Context: an optimization exercise on an open-source flow, tuned for small area. The choices shown serve that exercise and are no tape-out recipe.
In this exercise RTL edits were held to simulation tests only and were not proved equivalent to the original.
No activity file was given, so power comes from the tool's default toggle rates.

`design/flow/design.v`:
```
module Pong #(
    parameter CLOCK_FREQ = 25000
)(
    input clock,
    input reset,
    input key0,
    input key1,
    input key2,
    input key3,
    output [6:0] segZero,
    output [6:0] segOne,
    output [6:0] segFour,
    output [6:0] segFive,
    output             resetApp,
    output             LT24Wr_n,
    output             LT24Rd_n,
    output             LT24CS_n,
    output             LT24RS,
    output             LT24Reset_n,
    output [15:0]      LT24Data,
    output             LT24LCDOn
);
reg syncKey2a, syncKey2, syncKey3a, syncKey3;
reg menuState;
always @(posedge clock) begin
    syncKey2a <= key2;
    syncKey2  <= syncKey2a;
    syncKey3a <= key3;
    syncKey3  <= syncKey3a;
    if (reset)          menuState <= 1'b1;
    else if (menuState) menuState <= syncKey2;
    else                menuState <= !syncKey3 && !key3;
end
wire engineReset = reset || menuState || !syncKey3;
reg        engineResetDly;
reg [3:0]  phase;
reg [7:0]  xPix;       
reg [8:0]  yPix;       
reg        pixLoop;
wire phaseWrap = &phase;
wire xZero     = (xPix == 8'd0);
wire enterLoop = !pixLoop && xZero && phaseWrap;
wire xStep = phaseWrap && !enterLoop;
wire xAt239 = pixLoop && xPix[7:5] == 3'b111 && xPix[3:0] == 4'hF;
wire xWrap = xStep && xAt239;
wire yStep = xWrap;
wire yWrap = yStep && yPix[8] && yPix[5:0] == 6'h3F;    
wire [7:0] xPixT;
wire [8:0] yPixT;
assign xPixT[0] = xStep;
assign yPixT[0] = yStep;
genvar gp;
generate for (gp = 1; gp < 9; gp = gp + 1) begin : pixToggle
    if (gp < 8) begin : gx
        assign xPixT[gp] = xPixT[gp-1] && xPix[gp-1];
    end
    assign yPixT[gp] = yPixT[gp-1] && yPix[gp-1];
end endgenerate
always @(posedge clock) begin
    engineResetDly <= engineReset;
    if (engineResetDly) begin
        phase   <= 4'd8;
        xPix    <= 8'h37;
        yPix    <= 9'd0;
        pixLoop <= 1'b0;
    end else begin
        phase <= phase + 4'd1;
        if (enterLoop) pixLoop <= 1'b1;
        if (xWrap) xPix <= 8'd0;
        else       xPix <= xPix ^ xPixT;
        if (yWrap) yPix <= 9'd0;
        else       yPix <= yPix ^ yPixT;
    end
end
wire dispReset  = engineResetDly ||
                  (!pixLoop && xPix == 8'h37 && phase[3:2] == 2'b10 && !(phase[1] && phase[0]));
wire appRun     = pixLoop || (xZero && phase != 4'd0);    
wire pixMode    = pixLoop || (xZero && phase >= 4'd3);    
wire sendRegion = xZero || (xPix[7:4] == 4'hF &&           
                  (xPix[3:0] > 4'd3 || (xPix[3:0] == 4'd3 && phase >= 4'd4)));
assign resetApp    = engineResetDly || !appRun;
assign LT24Reset_n = !dispReset;
assign LT24CS_n    = 1'b0;
assign LT24Rd_n    = 1'b1;
assign LT24LCDOn   = 1'b1;
reg [1:0] preTimer;
reg [3:0] ballTimer;
reg [4:0] padTimer;
wire stepSlot    = (phase[1:0] == 2'd0);
wire tickSlot    = (phase[1:0] == 2'd3);
wire preWrap     = stepSlot && preTimer[1];                  
wire tickBall    = tickSlot && preTimer == 2'd1 && ballTimer == 4'd7;
wire tickPaddles = tickSlot && preTimer == 2'd1 && padTimer == 5'd9;
always @(posedge clock) begin
    if (engineReset || engineResetDly || preWrap) preTimer <= 2'd0;
    else preTimer <= preTimer + {1'b0, stepSlot};
    if (engineReset || engineResetDly || (preWrap && ballTimer == 4'd14)) ballTimer <= 4'd0;
    else ballTimer <= ballTimer + {3'd0, preWrap};
    if (engineReset || engineResetDly || (preWrap && padTimer[4] && padTimer[1])) padTimer <= 5'd0;    
    else padTimer <= padTimer + {4'd0, preWrap};
end
reg [7:0] xBall;
reg [7:0] yBallOff;    
reg       xDir, yDir;
reg [6:0] yPadROff, yPadLOff;    
reg [3:0] scoreL, scoreR;
wire       xDirNext, yDirNext;
wire       padRUp, padRDown, padLUp, padLDown;
reg        aiFlag, drawFlag;
wire       aiFlagNext, drawFlagNext;
always @(posedge clock) begin
    aiFlag   <= aiFlagNext;
    drawFlag <= drawFlagNext;
end
GameLogic gameLogic (
    .slot(phase[1:0]), .drawGroup(phase[3:2] == 2'd0), .aiFlag(aiFlag), .drawFlag(drawFlag),
    .aiFlagNext(aiFlagNext), .drawFlagNext(drawFlagNext),
    .xBall(xBall), .yBallOff(yBallOff), .xDir(xDir), .yDir(yDir),
    .yPadROff(yPadROff), .yPadLOff(yPadLOff), .xPix(xPix), .yPix(yPix),
    .key0(key0), .key1(key1),
    .xDirNext(xDirNext), .yDirNext(yDirNext),
    .padRUp(padRUp), .padRDown(padRDown), .padLUp(padLUp), .padLDown(padLDown)
);
wire resetBall = (xBall[7:5] == 3'b111 && xBall[2:0] == 3'b111) ||    
                 (xBall[7:3] == 5'd0 && xBall[1:0] == 2'b00);          
wire ballMove = tickBall && !resetBall;
wire [7:0] xBallT, yBallT;
wire [6:0] yPadRT, yPadLT;
assign xBallT[0] = ballMove;
assign yBallT[0] = ballMove;
genvar gi;
generate for (gi = 1; gi < 8; gi = gi + 1) begin : ballToggle
    assign xBallT[gi] = xBallT[gi-1] && (xBall[gi-1] ^ !xDir);
    assign yBallT[gi] = yBallT[gi-1] && (yBallOff[gi-1] ^ !yDir);
end endgenerate
always @(posedge clock) begin
    if (engineReset || (tickBall && resetBall)) xBall <= 8'd115;
    else xBall <= xBall ^ xBallT;
    if (engineReset) yBallOff <= 8'd67;    
    else yBallOff <= yBallOff ^ yBallT;
    if (engineReset) begin
        xDir <= 1'b0;
        yDir <= 1'b0;
    end else if (ballMove) begin
        xDir <= xDirNext;
        yDir <= yDirNext;
    end
end
wire padReset = engineReset || (tickPaddles && resetApp);
wire padStep  = tickPaddles && !resetApp;
always @(posedge clock) begin
    if (padReset) begin
        yPadROff <= 7'd55;    
        yPadLOff <= 7'd55;
    end else begin
        yPadROff <= yPadROff ^ yPadRT;
        yPadLOff <= yPadLOff ^ yPadLT;
    end
end
assign yPadRT[0] = padStep && (padRUp || padRDown);
assign yPadLT[0] = padStep && (padLUp || padLDown);
generate for (gi = 1; gi < 7; gi = gi + 1) begin : padToggle
    assign yPadRT[gi] = yPadRT[gi-1] && (yPadROff[gi-1] ^ padRUp);
    assign yPadLT[gi] = yPadLT[gi-1] && (yPadLOff[gi-1] ^ padLUp);
end endgenerate
wire xAt230 = (xBall[7:5] == 3'b111) && (xBall[2:0] == 3'b110);
wire xAt5   = (xBall[7:3] == 5'd0) && (xBall[1:0] == 2'b01);
wire scoreWrap = (scoreL[3] && scoreL[1] && scoreL[0]) || (scoreR[3] && scoreR[1] && scoreR[0]);
always @(posedge clock) begin
    if (engineReset) begin
        scoreL <= 4'd0;
        scoreR <= 4'd0;
    end else if (tickBall) begin
        if (resetApp || scoreWrap) begin
            scoreL <= 4'd0;
            scoreR <= 4'd0;
        end else begin
            scoreL <= scoreL ^ {xAt230 && scoreL[2] && scoreL[1] && scoreL[0], xAt230 && scoreL[1] && scoreL[0], xAt230 && scoreL[0], xAt230};
            scoreR <= scoreR ^ {xAt5 && scoreR[2] && scoreR[1] && scoreR[0], xAt5 && scoreR[1] && scoreR[0], xAt5 && scoreR[0], xAt5};
        end
    end
end
ScoreTo7Segment scoreRightSeg (.score(scoreR), .seg({segOne, segZero}));
ScoreTo7Segment scoreLeftSeg  (.score(scoreL), .seg({segFive, segFour}));
reg objNext, objCur;
always @(posedge clock) begin
    if (resetApp) begin
        objNext <= 1'b0;
        objCur  <= 1'b0;
    end else begin
        if (phase == 4'h3) objNext <= drawFlag;
        if (phase == 4'h2) objCur  <= objNext;
    end
end
wire wallCur = (xPix >= 8'd2) && (yPix >= 9'd166) && (yPix <= 9'd169);
wire [8:0] romv;
InitRom initRom (.romIdx({xPix[3:0], phase[3:1]}), .romv(romv));
localparam [15:0] PIXMASK = 16'h3186;
reg [15:0] pixData;
reg        pixRS;
always @* begin
    case (phase)
        4'h3, 4'h4: begin pixData = 16'h002A; pixRS = 1'b0; end
        4'h5, 4'h6: begin pixData = 16'h0000; pixRS = 1'b1; end
        4'h7, 4'h8: begin pixData = {8'h00, xPix}; pixRS = 1'b1; end
        4'h9, 4'hA: begin pixData = 16'h002B; pixRS = 1'b0; end
        4'hB, 4'hC: begin pixData = {15'h0000, yPix[8]}; pixRS = 1'b1; end
        4'hD, 4'hE: begin pixData = {8'h00, yPix[7:0]}; pixRS = 1'b1; end
        4'hF, 4'h0: begin pixData = 16'h002C; pixRS = 1'b0; end
        default:    begin pixData = (PIXMASK & {16{wallCur || objCur}}) | (~PIXMASK & {16{!wallCur && objCur}}); pixRS = 1'b1; end
    endcase
end
assign LT24Data = pixMode ? pixData : (sendRegion ? {8'h00, romv[7:0]} : 16'h0000);
assign LT24RS   = pixMode ? pixRS   : (sendRegion ? romv[8] : 1'b1);
assign LT24Wr_n = pixMode ? !phase[0] : (sendRegion && phase[0]);
endmodule
module GameLogic (
    input  [1:0] slot,
    input        drawGroup,
    input  [7:0] xBall,
    input  [7:0] yBallOff,
    input        xDir,
    input        yDir,
    input  [6:0] yPadROff,
    input  [6:0] yPadLOff,
    input  [7:0] xPix,
    input  [8:0] yPix,
    input        key0,
    input        key1,
    input        aiFlag,
    input        drawFlag,
    output       aiFlagNext,
    output       drawFlagNext,
    output       xDirNext,
    output       yDirNext,
    output       padRUp,
    output       padRDown,
    output       padLUp,
    output       padLDown
);
wire s0 = (slot == 2'd0);
wire s1 = (slot == 2'd1);
wire s2 = (slot == 2'd2);
wire xSlot = s0 && drawGroup;
wire       padSel = s2 ? xPix[7] : (!s0 && xBall[7]);
wire [8:0] opA = (s1 || s2) ? yPix : (xSlot ? {1'b0, xPix} : {1'b0, yBallOff});
wire [7:0] opB = s1 ? yBallOff : (xSlot ? xBall : {1'b0, (padSel ? yPadROff : yPadLOff)});
wire [8:0] d   = opA - {1'b0, opB};
wire padLe0 = (d >= 9'd392) || (d <= 9'd12);
wire padGe0 = (d >= 9'd12) && (d <= 9'd139);
wire in20   = (d >= 9'd504) || (d <= 9'd32);
wire in4    = (d >= 9'd169) && (d <= 9'd177);
wire in14   = (d >= 9'd171) && (d <= 9'd199);
wire inX    = (d >= 9'd507) || (d <= 9'd3);
wire x210  = (xBall == 8'd210);
wire x30   = (xBall == 8'd30);
wire x10   = (xBall == 8'd10);
wire colR  = x210 && in20;
wire colL  = x30 && in20;
wire hc1   = (colR || colL) && padLe0;
wire hc0   = (colR || (x10 && in20)) && padGe0;
assign xDirNext = colR ? 1'b0 : (colL ? 1'b1 : xDir);
wire yBallLow  = (yBallOff[7:1] == 7'd0);                       
wire yBallHigh = yBallOff[7] && yBallOff[3] && yBallOff[1];     
assign yDirNext = yDir ? !(hc1 || yBallHigh) : ((!hc1 && hc0) || yBallLow);
assign aiFlagNext = (s0 && !drawGroup) ? padLe0 : aiFlag;
wire leftDown = xDir ? (yPadLOff < 7'd54) : !aiFlag;    
wire leftUp   = xDir ? (yPadLOff > 7'd56) : aiFlag;     
assign padRDown = !key1 && (yPadROff != 7'd120);
assign padRUp   = !padRDown && !key0 && (yPadROff != 7'd0);
assign padLDown = leftDown && (yPadLOff != 7'd120);
assign padLUp   = !padLDown && leftUp && (yPadLOff != 7'd0);
wire padCol   = ((xPix >= 8'd215) && (xPix <= 8'd223)) || ((xPix >= 8'd15) && (xPix <= 8'd23));
wire xBallIs4 = (xBall[7:3] == 5'd0) && (xBall[1:0] == 2'd0);
assign drawFlagNext = xSlot ? (!xBallIs4 && inX) :
                      s1    ? (drawFlag && in4) :
                      s2    ? (drawFlag || (padCol && in14)) : drawFlag;
endmodule
module InitRom(romIdx, romv);
  input [6:0] romIdx;
  wire [6:0] romIdx;
  output [8:0] romv;
  wire romv_0;
  wire romv_1;
  wire romv_2;
  wire romv_3;
  wire romv_4;
  wire romv_5;
  wire romv_6;
  wire romv_7;
  wire romv_8;
  wire _0_;
  wire _100_;
  wire _101_;
  wire _102_;
  wire _103_;
  wire _104_;
  wire _105_;
  wire _106_;
  wire _107_;
  wire _108_;
  wire _109_;
  wire _10_;
  wire _110_;
  wire _111_;
  wire _112_;
  wire _113_;
  wire _114_;
  wire _115_;
  wire _116_;
  wire _117_;
  wire _118_;
  wire _119_;
  wire _11_;
  wire _120_;
  wire _121_;
  wire _122_;
  wire _123_;
  wire _124_;
  wire _125_;
  wire _126_;
  wire _127_;
  wire _128_;
  wire _129_;
  wire _12_;
  wire _130_;
  wire _131_;
  wire _132_;
  wire _133_;
  wire _134_;
  wire _135_;
  wire _136_;
  wire _137_;
  wire _138_;
  wire _139_;
  wire _13_;
  wire _140_;
  wire _141_;
  wire _142_;
  wire _143_;
  wire _144_;
  wire _145_;
  wire _146_;
  wire _147_;
  wire _148_;
  wire _149_;
  wire _14_;
  wire _150_;
  wire _151_;
  wire _152_;
  wire _153_;
  wire _154_;
  wire _155_;
  wire _156_;
  wire _157_;
  wire _158_;
  wire _159_;
  wire _15_;
  wire _160_;
  wire _161_;
  wire _162_;
  wire _163_;
  wire _164_;
  wire _165_;
  wire _166_;
  wire _167_;
  wire _168_;
  wire _169_;
  wire _16_;
  wire _170_;
  wire _171_;
  wire _172_;
  wire _173_;
  wire _174_;
  wire _175_;
  wire _176_;
  wire _177_;
  wire _178_;
  wire _179_;
  wire _17_;
  wire _180_;
  wire _181_;
  wire _182_;
  wire _183_;
  wire _184_;
  wire _185_;
  wire _186_;
  wire _187_;
  wire _188_;
  wire _189_;
  wire _18_;
  wire _190_;
  wire _191_;
  wire _192_;
  wire _193_;
  wire _194_;
  wire _195_;
  wire _196_;
  wire _197_;
  wire _198_;
  wire _199_;
  wire _19_;
  wire _1_;
  wire _200_;
  wire _201_;
  wire _202_;
  wire _203_;
  wire _204_;
  wire _205_;
  wire _206_;
  wire _207_;
  wire _208_;
  wire _209_;
  wire _20_;
  wire _210_;
  wire _211_;
  wire _212_;
  wire _213_;
  wire _214_;
  wire _215_;
  wire _216_;
  wire _217_;
  wire _218_;
  wire _219_;
  wire _21_;
  wire _220_;
  wire _221_;
  wire _222_;
  wire _223_;
  wire _224_;
  wire _225_;
  wire _226_;
  wire _227_;
  wire _228_;
  wire _229_;
  wire _22_;
  wire _230_;
  wire _231_;
  wire _232_;
  wire _233_;
  wire _234_;
  wire _235_;
  wire _236_;
  wire _237_;
  wire _238_;
  wire _239_;
  wire _23_;
  wire _240_;
  wire _241_;
  wire _242_;
  wire _243_;
  wire _244_;
  wire _245_;
  wire _246_;
  wire _247_;
  wire _248_;
  wire _249_;
  wire _24_;
  wire _250_;
  wire _251_;
  wire _252_;
  wire _253_;
  wire _254_;
  wire _255_;
  wire _256_;
  wire _257_;
  wire _258_;
  wire _259_;
  wire _25_;
  wire _260_;
  wire _261_;
  wire _262_;
  wire _263_;
  wire _264_;
  wire _265_;
  wire _266_;
  wire _267_;
  wire _268_;
  wire _269_;
  wire _26_;
  wire _27_;
  wire _28_;
  wire _29_;
  wire _2_;
  wire _30_;
  wire _31_;
  wire _32_;
  wire _33_;
  wire _34_;
  wire _35_;
  wire _36_;
  wire _37_;
  wire _38_;
  wire _39_;
  wire _3_;
  wire _40_;
  wire _41_;
  wire _42_;
  wire _43_;
  wire _44_;
  wire _45_;
  wire _46_;
  wire _47_;
  wire _48_;
  wire _49_;
  wire _4_;
  wire _50_;
  wire _51_;
  wire _52_;
  wire _53_;
  wire _54_;
  wire _55_;
  wire _56_;
  wire _57_;
  wire _58_;
  wire _59_;
  wire _5_;
  wire _60_;
  wire _61_;
  wire _62_;
  wire _63_;
  wire _64_;
  wire _65_;
  wire _66_;
  wire _67_;
  wire _68_;
  wire _69_;
  wire _6_;
  wire _70_;
  wire _71_;
  wire _72_;
  wire _73_;
  wire _74_;
  wire _75_;
  wire _76_;
  wire _77_;
  wire _78_;
  wire _79_;
  wire _7_;
  wire _80_;
  wire _81_;
  wire _82_;
  wire _83_;
  wire _84_;
  wire _85_;
  wire _86_;
  wire _87_;
  wire _88_;
  wire _89_;
  wire _8_;
  wire _90_;
  wire _91_;
  wire _92_;
  wire _93_;
  wire _94_;
  wire _95_;
  wire _96_;
  wire _97_;
  wire _98_;
  wire _99_;
  wire _9_;
  assign _253_ = ~(romIdx[1] & romIdx[2]);
  assign _252_ = romIdx[6] | ~(romIdx[4]);
  assign _251_ = ~romIdx[5];
  assign _250_ = romIdx[6] & ~(romIdx[4]);
  assign _249_ = _250_ | _251_;
  assign _248_ = _252_ & ~(_249_);
  assign _247_ = ~(_248_ | _253_);
  assign _246_ = romIdx[5] | romIdx[4];
  assign _245_ = _246_ | romIdx[2];
  assign _244_ = ~romIdx[1];
  assign _243_ = ~(romIdx[5] | romIdx[6]);
  assign _242_ = ~romIdx[2];
  assign _241_ = romIdx[6] | romIdx[4];
  assign _240_ = _242_ & ~(_241_);
  assign _239_ = _240_ ? _244_ : _243_;
  assign _238_ = _245_ & ~(_239_);
  assign _237_ = romIdx[3] & ~(_238_);
  assign _236_ = _237_ | _247_;
  assign _235_ = romIdx[3] | romIdx[4];
  assign _234_ = _235_ | romIdx[6];
  assign _233_ = _234_ | _253_;
  assign _232_ = romIdx[2] & ~(romIdx[3]);
  assign _231_ = romIdx[2] | ~(romIdx[3]);
  assign _230_ = _232_ | ~(_231_);
  assign _229_ = ~(_230_ | _252_);
  assign _228_ = _233_ & ~(_229_);
  assign _227_ = romIdx[2] | ~(romIdx[1]);
  assign _226_ = ~(_227_ | _246_);
  assign _225_ = _228_ & ~(_226_);
  assign _224_ = ~(_225_ | _236_);
  assign _223_ = ~romIdx[0];
  assign _222_ = ~(romIdx[1] & romIdx[3]);
  assign _221_ = _222_ | romIdx[2];
  assign _220_ = ~(_221_ | _241_);
  assign _219_ = _220_ | _223_;
  assign _218_ = _219_ | _224_;
  assign _217_ = romIdx[3] & romIdx[4];
  assign _216_ = romIdx[2] | romIdx[6];
  assign _215_ = _217_ & ~(_216_);
  assign _214_ = _215_ | romIdx[0];
  assign _213_ = _253_ | _251_;
  assign _212_ = _250_ & ~(_213_);
  assign _211_ = _212_ | _214_;
  assign _210_ = ~(_211_ | _236_);
  assign _209_ = _218_ & ~(_210_);
  assign _208_ = romIdx[1] | romIdx[4];
  assign _207_ = romIdx[5] & romIdx[6];
  assign _206_ = romIdx[1] | romIdx[3];
  assign _205_ = _207_ & ~(_206_);
  assign _204_ = romIdx[0] & ~(_205_);
  assign _203_ = _208_ & ~(_204_);
  assign _202_ = _228_ & ~(_203_);
  assign _201_ = romIdx[1] | romIdx[2];
  assign _200_ = romIdx[5] & ~(_201_);
  assign _199_ = _200_ | ~(_202_);
  assign _198_ = _199_ & ~(_234_);
  assign _197_ = _198_ | _209_;
  assign _196_ = _232_ & ~(_244_);
  assign _195_ = ~_196_;
  assign _194_ = ~(_195_ | _197_);
  assign _193_ = romIdx[5] & romIdx[3];
  assign _192_ = ~_193_;
  assign _191_ = _230_ | romIdx[6];
  assign _190_ = ~(_191_ | _192_);
  assign _189_ = _190_ & _197_;
  assign _188_ = _189_ | romIdx[0];
  assign _187_ = _188_ | _194_;
  assign _186_ = _250_ & ~(_251_);
  assign _185_ = _186_ | romIdx[3];
  assign _184_ = _193_ | romIdx[2];
  assign _183_ = _185_ & ~(_184_);
  assign _182_ = _183_ | _187_;
  assign _181_ = ~(_182_ | _236_);
  assign _180_ = romIdx[4] & ~(romIdx[5]);
  assign _179_ = _180_ & _232_;
  assign _178_ = _244_ & ~(_231_);
  assign _177_ = _178_ & _250_;
  assign _176_ = _177_ | _179_;
  assign _175_ = _176_ | _190_;
  assign _174_ = ~(_201_ | _204_);
  assign _173_ = _175_ ? _204_ : _174_;
  assign _172_ = _173_ & ~(_181_);
  assign _171_ = ~_243_;
  assign _170_ = ~romIdx[3];
  assign _169_ = _170_ & ~(_246_);
  assign _168_ = _171_ & ~(_169_);
  assign _167_ = _168_ | romIdx[0];
  assign _166_ = ~(_180_ & romIdx[6]);
  assign _165_ = _166_ | _223_;
  assign _164_ = romIdx[0] | ~(romIdx[3]);
  assign _163_ = _207_ & ~(_164_);
  assign _162_ = _180_ & ~(romIdx[3]);
  assign _161_ = _162_ | ~(_234_);
  assign _160_ = _161_ | _163_;
  assign _159_ = _165_ & ~(_160_);
  assign _158_ = _242_ & ~(_159_);
  assign _157_ = _167_ & ~(_158_);
  assign _156_ = romIdx[1] & ~(_157_);
  assign _155_ = _223_ & ~(_246_);
  assign _154_ = _186_ | romIdx[1];
  assign _153_ = _154_ | _155_;
  assign _152_ = romIdx[5] & romIdx[4];
  assign _151_ = _246_ & ~(_152_);
  assign _150_ = romIdx[0] & ~(_151_);
  assign _149_ = romIdx[1] & ~(_150_);
  assign _148_ = romIdx[5] & ~(romIdx[0]);
  assign _147_ = _170_ & ~(_148_);
  assign _146_ = _147_ | _242_;
  assign _145_ = _146_ | _149_;
  assign _144_ = _153_ & ~(_145_);
  assign _143_ = romIdx[1] | ~(romIdx[0]);
  assign _142_ = _179_ & ~(_143_);
  assign _141_ = _152_ & ~(_222_);
  assign _140_ = _201_ & _253_;
  assign _139_ = _148_ | ~(_217_);
  assign _138_ = ~(_139_ & _140_);
  assign _137_ = _141_ & ~(_138_);
  assign _136_ = ~(romIdx[2] | romIdx[3]);
  assign _135_ = _143_ | ~(_152_);
  assign _134_ = _136_ & ~(_135_);
  assign _133_ = _134_ | _137_;
  assign _132_ = _133_ | _142_;
  assign _131_ = romIdx[1] & ~(_193_);
  assign _130_ = _131_ | _252_;
  assign _129_ = romIdx[1] & ~(_130_);
  assign _128_ = _129_ | _132_;
  assign _127_ = _128_ | _144_;
  assign _126_ = _127_ | _156_;
  assign romv_2 = _126_ | _172_;
  assign _125_ = ~romIdx[4];
  assign _124_ = ~(_193_ & _125_);
  assign _123_ = _138_ | _191_;
  assign _122_ = _222_ & ~(_245_);
  assign _121_ = _207_ | ~(_213_);
  assign _120_ = romIdx[1] | ~(romIdx[2]);
  assign _119_ = ~(_120_ | _235_);
  assign _118_ = ~romIdx[6];
  assign _117_ = _221_ & ~(_118_);
  assign _116_ = _117_ & ~(_119_);
  assign _115_ = _121_ & ~(_116_);
  assign _114_ = _115_ | _122_;
  assign _113_ = _141_ | _223_;
  assign _112_ = ~(_113_ | _133_);
  assign _111_ = _114_ | ~(_112_);
  assign _110_ = _232_ & ~(romIdx[4]);
  assign _109_ = ~(_110_ | _217_);
  assign _108_ = _109_ | ~(_156_);
  assign _107_ = _222_ | ~(_216_);
  assign _106_ = romIdx[2] & romIdx[3];
  assign _105_ = _244_ & ~(_106_);
  assign _104_ = _105_ | _252_;
  assign _103_ = romIdx[3] ? romIdx[1] : _180_;
  assign _102_ = _104_ & ~(_103_);
  assign _101_ = _107_ & ~(_102_);
  assign _100_ = _101_ | _177_;
  assign _99_ = _112_ & ~(_100_);
  assign _98_ = _182_ & ~(_99_);
  assign _97_ = _108_ & ~(_98_);
  assign _96_ = _236_ & ~(_97_);
  assign _95_ = _96_ | ~(_187_);
  assign _94_ = _106_ & ~(_246_);
  assign _93_ = _94_ | _110_;
  assign _92_ = _97_ & ~(_93_);
  assign _91_ = _92_ | _95_;
  assign _90_ = _118_ ? romIdx[2] : _253_;
  assign _89_ = _251_ & ~(_90_);
  assign _88_ = _240_ & ~(_244_);
  assign _87_ = ~(_222_ | _246_);
  assign _86_ = _106_ & _250_;
  assign _85_ = _86_ | _87_;
  assign _84_ = _85_ | _88_;
  assign _83_ = ~(_84_ | _89_);
  assign _82_ = ~(_83_ & _223_);
  assign _81_ = _91_ & ~(_82_);
  assign _80_ = _111_ & ~(_81_);
  assign _79_ = _123_ & ~(_80_);
  assign _78_ = ~(_79_ | _124_);
  assign _77_ = _162_ & ~(_140_);
  assign _76_ = _226_ | romIdx[0];
  assign _75_ = _76_ | _77_;
  assign _74_ = _75_ | _78_;
  assign _73_ = _248_ & ~(_221_);
  assign _72_ = _136_ & ~(romIdx[5]);
  assign _71_ = _72_ | _73_;
  assign _70_ = ~(_71_ | _74_);
  assign _69_ = ~_180_;
  assign _68_ = _202_ & ~(_71_);
  assign _67_ = _69_ & ~(_68_);
  assign _66_ = _67_ | _70_;
  assign _65_ = romIdx[3] & ~(romIdx[6]);
  assign _64_ = ~(_65_ | _83_);
  assign _63_ = _253_ | _125_;
  assign _62_ = _192_ & ~(_63_);
  assign _61_ = ~(_62_ | _214_);
  assign _60_ = _61_ & ~(_64_);
  assign romv_8 = _60_ | ~(_66_);
  assign _59_ = romIdx[0] & ~(_213_);
  assign _58_ = _195_ & ~(_59_);
  assign _57_ = romv_2 & ~(_58_);
  assign _56_ = _186_ & ~(_244_);
  assign _55_ = _130_ & ~(_56_);
  assign _54_ = _242_ & ~(_55_);
  assign _53_ = _178_ | _69_;
  assign _52_ = ~(_136_ & romIdx[6]);
  assign _51_ = _119_ | _180_;
  assign _50_ = _52_ & ~(_51_);
  assign _49_ = _53_ & ~(_50_);
  assign _48_ = _49_ | _54_;
  assign _47_ = _204_ & ~(_48_);
  assign _46_ = _74_ & ~(_47_);
  assign romv_4 = _46_ | _57_;
  assign _45_ = romIdx[3] | romIdx[6];
  assign _44_ = romIdx[0] & ~(romIdx[5]);
  assign _43_ = _44_ & ~(_206_);
  assign _42_ = _45_ & ~(_43_);
  assign _41_ = _48_ & ~(_42_);
  assign _40_ = _41_ | _144_;
  assign romv_1 = _40_ | ~(_97_);
  assign _39_ = romIdx[6] & ~(romIdx[2]);
  assign _38_ = _39_ & _141_;
  assign _37_ = _38_ | _77_;
  assign romv_5 = _37_ | ~(_79_);
  assign romv_7 = _133_ | _197_;
  assign _36_ = _61_ | _71_;
  assign _35_ = _197_ & ~(_36_);
  assign _34_ = _39_ & ~(_235_);
  assign _33_ = romIdx[2] & ~(_166_);
  assign _32_ = _33_ | _34_;
  assign _31_ = ~(_32_ | _190_);
  assign _30_ = _31_ & _222_;
  assign _29_ = _155_ & ~(_30_);
  assign _28_ = _186_ & _196_;
  assign _27_ = _28_ | _88_;
  assign _26_ = _27_ | _132_;
  assign _25_ = _26_ | _29_;
  assign romv_6 = _25_ | _35_;
  assign _24_ = _223_ & ~(_31_);
  assign _23_ = _120_ | romIdx[0];
  assign _22_ = _124_ | ~(_216_);
  assign _21_ = _169_ | romIdx[1];
  assign _20_ = _21_ | _43_;
  assign _19_ = _22_ & ~(_20_);
  assign _18_ = _23_ & ~(_19_);
  assign _17_ = _18_ | _24_;
  assign _16_ = _171_ & ~(_240_);
  assign _15_ = _16_ & ~(_158_);
  assign _14_ = _219_ & ~(_15_);
  assign _13_ = _14_ | _244_;
  assign _12_ = _91_ & ~(_13_);
  assign romv_3 = _17_ & ~(_12_);
  assign _11_ = _244_ & ~(_39_);
  assign _10_ = _95_ & ~(_11_);
  assign _9_ = _10_ | _66_;
  assign _8_ = _66_ & ~(_11_);
  assign _7_ = _95_ & ~(_114_);
  assign _6_ = _7_ | _8_;
  assign _5_ = _9_ & ~(_6_);
  assign _4_ = _242_ & ~(_124_);
  assign _3_ = _250_ & ~(_120_);
  assign _2_ = _94_ | _223_;
  assign _1_ = _2_ | _3_;
  assign _0_ = _1_ | _4_;
  assign _269_ = _243_ & ~(_244_);
  assign _268_ = _166_ & ~(_269_);
  assign _267_ = _268_ | _170_;
  assign _266_ = _222_ & ~(_241_);
  assign _265_ = _152_ & ~(_52_);
  assign _264_ = _265_ | _266_;
  assign _263_ = _264_ | _211_;
  assign _262_ = _267_ & ~(_263_);
  assign _261_ = _0_ & ~(_262_);
  assign _260_ = _227_ | _235_;
  assign _259_ = _260_ & ~(_141_);
  assign _258_ = romIdx[6] & ~(_259_);
  assign _257_ = _243_ & ~(romIdx[2]);
  assign _256_ = _257_ | _77_;
  assign _255_ = _256_ | _258_;
  assign _254_ = _255_ | _261_;
  assign romv_0 = _254_ | _5_;
  assign romv = {romv_8, romv_7, romv_6, romv_5, romv_4, romv_3, romv_2, romv_1, romv_0};
endmodule
module ScoreTo7Segment(score, seg);
  input [3:0] score;
  wire [3:0] score;
  output [13:0] seg;
  wire seg_0;
  wire seg_1;
  wire seg_2;
  wire seg_3;
  wire seg_4;
  wire seg_5;
  wire seg_6;
  wire seg_7;
  wire seg_8;
  wire seg_9;
  wire seg_10;
  wire seg_11;
  wire seg_12;
  wire seg_13;
  wire _0_;
  wire _1_;
  wire _2_;
  wire _3_;
  wire _4_;
  wire _5_;
  wire _6_;
  wire _7_;
  wire _8_;
  wire _9_;
  assign _7_ = score[0] | score[1];
  assign _6_ = score[2] & ~(_7_);
  assign _5_ = ~score[0];
  assign _4_ = ~(score[2] | score[3]);
  assign _8_ = score[1] ? score[3] : _4_;
  assign _9_ = _8_ & ~(_5_);
  assign seg_6 = _9_ | _6_;
  assign seg_2 = _6_ | score[0];
  assign _0_ = ~(score[0] & score[1]);
  assign _1_ = ~(_4_ & _7_);
  assign seg_1 = ~(_1_ & _0_);
  assign _2_ = score[2] & ~(_0_);
  assign seg_3 = _2_ | seg_6;
  assign _3_ = ~(_7_ & score[2]);
  assign seg_5 = _0_ & ~(_3_);
  assign seg_0 = _2_ | _8_;
  assign seg_8 = score[1] & score[3];
  assign seg_4 = _5_ & ~(_1_);
  assign { seg_13, seg_12, seg_11, seg_10, seg_9, seg_7 } = { seg_8, 2'h0, seg_8, seg_8, 1'h1 };
  assign seg = {seg_13, seg_12, seg_11, seg_10, seg_9, seg_8, seg_7, seg_6, seg_5, seg_4, seg_3, seg_2, seg_1, seg_0};
endmodule
```
`design/flow/flow/run.sh`:
```
#!/bin/bash
# Layout flow: the standard layout (standard.sh, all ORFS steps and settings)
# with these changes:
#  - synthesis: the final ABC technology mapping uses the area-oriented script
#    flow/area.abc (3 minutes of &deepsyn, then area mapping) instead of ORFS's; the rest of synth_recipe.tcl is unchanged,
#    so the registers are the standard synthesis's;
#  - port buffering uses the smallest buffer cell (sky130_fd_sc_hd__buf_1);
#  - adders are left to ABC (ADDER_MAP_FILE empty) instead of being mapped to
#    half/full adder cells before it;
#  - clock tree: clkbuf_8 buffers and no dummy loads (CTS_ARGS).
# The make output goes to flow_make.log; ORFS writes each step's log under orfs/logs.
set -euo pipefail
W=$(pwd)
cat "$W/flow/abc_override.tcl" "$W/synth_recipe.tcl" > "$W/area_synth.tcl"
export AREA_ABC_SCRIPT="$W/flow/area.abc"
sed -e "s#SYNTH_SCRIPT=[^ ]*#SYNTH_SCRIPT=$W/area_synth.tcl 'BUFFER_PORTS_ARGS=-buffer_cell sky130_fd_sc_hd__buf_1' ADDER_MAP_FILE= 'CTS_ARGS=-sink_clustering_enable -repair_clock_nets -buf_list sky130_fd_sc_hd__clkbuf_8 -dont_use_dummy_load'#" \
    "$W/standard.sh" > "$W/area_standard.sh"
bash "$W/area_standard.sh" > "$W/flow_make.log" 2>&1
test -s "$W/out/final.def"
```
`design/flow/flow/area.abc`:
```
strash
&get -n
&deepsyn -T 180 -S 3
&put
dch -f
amap
```
`design/flow/constraint.sdc`:
```
create_clock -name core_clock -period 12.0 [get_ports {clock}]
set_input_delay 2.4000 -clock core_clock [delete_from_list [all_inputs] [get_ports {clock}]]
set_output_delay 2.4000 -clock core_clock [all_outputs]
set_load 0.01 [all_outputs]
```
`design/flow/flow/abc_override.tcl`:
```
# Run ABC's final technology mapping with an area-oriented script (AREA_ABC_SCRIPT)
# instead of ORFS's; everything else in the standard synthesis is unchanged.
proc abc {args} {
  set out {}
  set i 0
  while {$i < [llength $args]} {
    set a [lindex $args $i]
    if {$a eq "-script"} {
      incr i
      lappend out -script $::env(AREA_ABC_SCRIPT)
    } else {
      lappend out $a
    }
    incr i
  }
  yosys abc {*}$out
}
```
`design/flow/standard.sh`:
```
#!/bin/bash
# synth_recipe.tcl (not shown) runs the flow's synth.tcl, then flattens the netlist and writes it again
# the make line also repeats each setting of config.mk as NAME=value (left out here)
make -C /OpenROAD-flow-scripts/flow DESIGN_CONFIG=/design/flow/config.mk WORK_HOME=/design/flow/orfs CLKGATE_MAP_FILE= SYNTH_SCRIPT=/design/flow/synth_recipe.tcl "${@:-finish}"
```
`design/flow/config.mk`:
```
export PLATFORM = sky130hd
export DESIGN_NAME = Pong
export DESIGN_NICKNAME = Pong
export VERILOG_FILES = /design/flow/design.v
export SDC_FILE = /design/flow/constraint.sdc
export NUM_CORES = 4
export LEC_CHECK = 0
export CAP_MARGIN = 20
export CORE_MARGIN = 2
export CORE_UTILIZATION = 40
export SLEW_MARGIN = 20
```
==> summary.txt <==
buffers added on ports 47; Post-synth EDFFs 2; Core ar. 14000 µm²; TNS Setup 0 ns; power after layout ~470 µW; Worst-Skew Late Latency 0.38 ns; CTS buffer count 9; post-layout util 43.5%; CTS-repair resized insts 0; total setup buffers inserted after CTS 0; clk slew on worst S/H paths 0.08 ns; die area 15400 µm²; n_diodes 0; worst path arrival time 5.03 ns; final hold violation count 0; CTS root buf clkbuf_8; worst path required time 9.60 ns; status complete, no violations; final worst slack 4.57 ns; Residual DRC 0; I/O pin count 57; Pwr Density 77.6 nW/µm²; clock period minus worst slack 7.43 ns; H-tree depth 3; Final Cycle Share 61.9%; Reg area around 1700 µm²; RD Place Congestion around 1; area grow syn2layout 5.49%; Leak 0.00190 µW; fmax 0.135 GHz; layout cells sized above 1 1.63%; worst hold endpoint syncKey2; number of global-route vias before repair 5545; post-synthesis sequential area ratio 29.1%; crit-path cells clkinv_1, nor2_1, nand2_1, o211ai_1, a222oi_1, clkinv_1, o31ai_1, o32ai_1, a21boi_0, o21ai_0, nor2_1, o22ai_1, a211o_1, nor2b_1, o221ai_1, a21oi_1, o21ai_0, buf_1; Syn Inst Count 889; cell row count between 40 and 50; Critical-path top delay cell dfxtp_1; Vias 6426; Max Buffers Root-to-Sink 2; Synth Register Bits slightly above 80; capturing point of the worst reg2reg path yDir; global-route wire length before repair about 30000 µm; dpl ws 5.19 ns; Final Max Slew Viols 0; Fin Hold WS 0.330 ns; Crit Path Class reg2out; clk_skew 0.0252 ns; Routed Antenna Nets 0; final WL 19100 µm; Hold Buf Count CTS 0; worst hold path class reg2reg; Total Routing Usage GR 25.5%; asr flop ratio synth 0%; largest net degree at the start of global routing 17; Layout Nets a little over 900; top_reg_cell synth dfxtp_1; setup violators final 0; synthesized area per cell 6.49 µm²; Setup crit start kind flop; Die H 124 µm; drt pass-1 iters 6; Synth Warn # 1; Netlist Area Pre-Place 5770 µm²; TritonCTS clock tree yes; crit path max fanout 16; Synth cell types 47; type of destination of the critical path primary output; Register-to-Register Path Depth 29; Die Wd between 100 and 150 µm; initial antenna violation count 0; GRT Residual Overflow 0; Final HPWL DP ~15000 µm; Initial Util 41.3%; RSZ-0062 raised after global routing no; Multi-input gate area 3380 µm²; VDD IR max ~56 µV; MaxCap Viol Count 0; vias per std cell 5.84; Worst Hold Depth 0; CTS Sinks 83; crit-path max cell delay 0.71 ns; Slew headroom 35.5%; Wirelength per Cell about 17 µm; Reg2Reg Launch Point phase[1]; Layout fillers 1547; Hold Crit Start syncKey2a; Worst Max-Slew Pin Slew 0.957 ns; Worst R2R Setup Slack 5.56 ns; DR iter-0 viols 600
how the worst max path moves through the flow:
| stage | from | end | slack (ns) |
|---|---|---|---|
| floorplan | phase[2] | LT24Data[6] | 6.14 |
| global placement | phase[2] | LT24Data[6] | 5.07 |
| detailed placement | phase[2] | LT24Data[6] | 5.19 |
| CTS | phase[2] | LT24Data[6] | 4.75 |
| global route | xPix[0] | LT24Data[0] | 4.25 |
| finish | phase[2] | LT24Data[6] | 4.57 |
through the flow:
| step | instance area (µm²) | std cells |
|---|---|---|
| finish | 6090 | 1101 |
| detailed placement | 5960 | 1092 |
| CTS | 6090 | 1101 |
| global route | 6090 | 1101 |
| floorplan | 5800 | 896 |
| global placement | 5960 | 1091 |
registers in the layout (all words and copies together), names as in the netlist, 5 cells and up:
name,count
padTimer,5
yPadROff,7
xPix,8
yPix,9
yPadLOff,7
yBallOff,8
xBall,8
cell usage after synthesis, types with 2 or more instances:
library cell  instances  share of area, %
o32ai_1               8               1.2
edfxtp_1              2               1.0
dfxtp_1              81                28
nand2_1              67               4.4
a21o_1                2              0.26
or2_0                11               1.2
a2111oi_0             3              0.46
nand4_1               4              0.43
nor2_1              216                14
a31o_1                2              0.30
nor4b_1               4              0.61
o31ai_1               2              0.26
and3_1                2              0.22
o211a_1               2              0.35
nor4_1                6              0.65
o311ai_0              2              0.30
a41oi_1               3              0.46
a221oi_1              9               1.4
o21a_1               13               1.7
a31oi_1              12               1.3
o211ai_1              9               1.2
o221ai_1             18               2.7
nor2b_1               5              0.54
o22ai_1              23               2.5
o2111ai_1             3              0.46
clkinv_1            122               7.9
o21ai_0              80               6.9
o32a_1                2              0.35
conb_1                2              0.13
a21oi_1              51               4.4
or4_1                 2              0.26
a311oi_1              2              0.30
a22oi_1               2              0.26
nand3_1              17               1.5
o22a_1                2              0.30
nor3_1               30               2.6
a211oi_1             22               2.9
buf_4                37               4.8
critical path, delay by kind of cell, from the launching register on:
family | cells | cell delay [ns]
buf+inv | 3 | 0.76
simple gates | 4 | 1.09
flops | 1 | 0.71
compound gates | 11 | 2.10
layout by cell type, fill, tap and decap left out, drive strengths merged, types with 3 or more instances in the layout:
master   Yosys  routed
clkinv     122     122
a211oi      22      22
nor3        30      30
a2111oi      3       3
o32ai        8       8
conb         2       9
a221oi       9       9
buf         37      53
a21oi       51      51
dfxtp       81      81
or2         11      11
a31oi       12      12
o2111ai      3       3
clkbuf       0       9
nor2b        5       5
nand3       17      17
nor2       216     216
a41oi        3       3
nor4         6       6
nand4        4       4
o211ai       9       9
nand2       67      67
o21ai       80      80
o221ai      18      18
nor4b        4       4
o21a        13      13
o22ai       23      23
cells by family after synthesis:
family,share of synthesized area (%)
other,0.130
flip-flops,29.1
AND/OR/NAND/NOR,26.6
buffers and inverters,12.7
AO/OA/AOI/OAI,31.4
layer usage:
| layer | part of all wire (%) | vias up | track usage, % |
|---|---|---|---|
| li1 | - | 3195 | - |
| met1 | 44 | 2857 | 34.8 |
| met2 | 43 | 305 | 38.1 |
| met3 | 7.9 | 69 | 5.45 |
| met4 | 5.1 | 0 | 12.4 |
| met5 | 0 | - | 0 |
where the power goes:
group / total [µW] / switching (µW) / internal [µW]
clock network: 159 / 91.6 / 67.1
logic: 33.6 / 23.6 / 10.1
registers: 280 / 1.38 / 279
cell type report:
class,instances,area share [%]
inverter,122,7.52
sequential,83,27.6
tap,180,3.70
multi-input combinational,654,55.5
clock buffer,9,2.03
timing repair buffer,53,3.60

[static timing again, ports no longer ideal]
How much do the figures lean on ideal ports? The routed layout below was timed once more, with nothing changed but the port constraints. Step 1 (the two cells are an assumption about what drives the block):
set clk [get_ports {clock}]
set_driving_cell -lib_cell sky130_fd_sc_hd__clkbuf_16 $clk
set_driving_cell -lib_cell sky130_fd_sc_hd__buf_2 [delete_from_list [all_inputs] $clk]
Step 2 times the ports against the registers' clock, not the clock port: input delays grow and output delays shrink by t, the midpoint of the rising clock arrivals with the driver on. a / b / c = ideal / step 1 / step 2; a / b = the first two.
shift t [ns]: 0.400
slack for setup (ns): 4.573 / 4.535 / 4.935
worst setup path at the end: register to output
worst slew at a driven data input, ns: 0.03
After both steps setup and hold are still met in this run. The setup slack of this run moves by -0.038 ns with the drivers and by +0.362 ns with both steps.
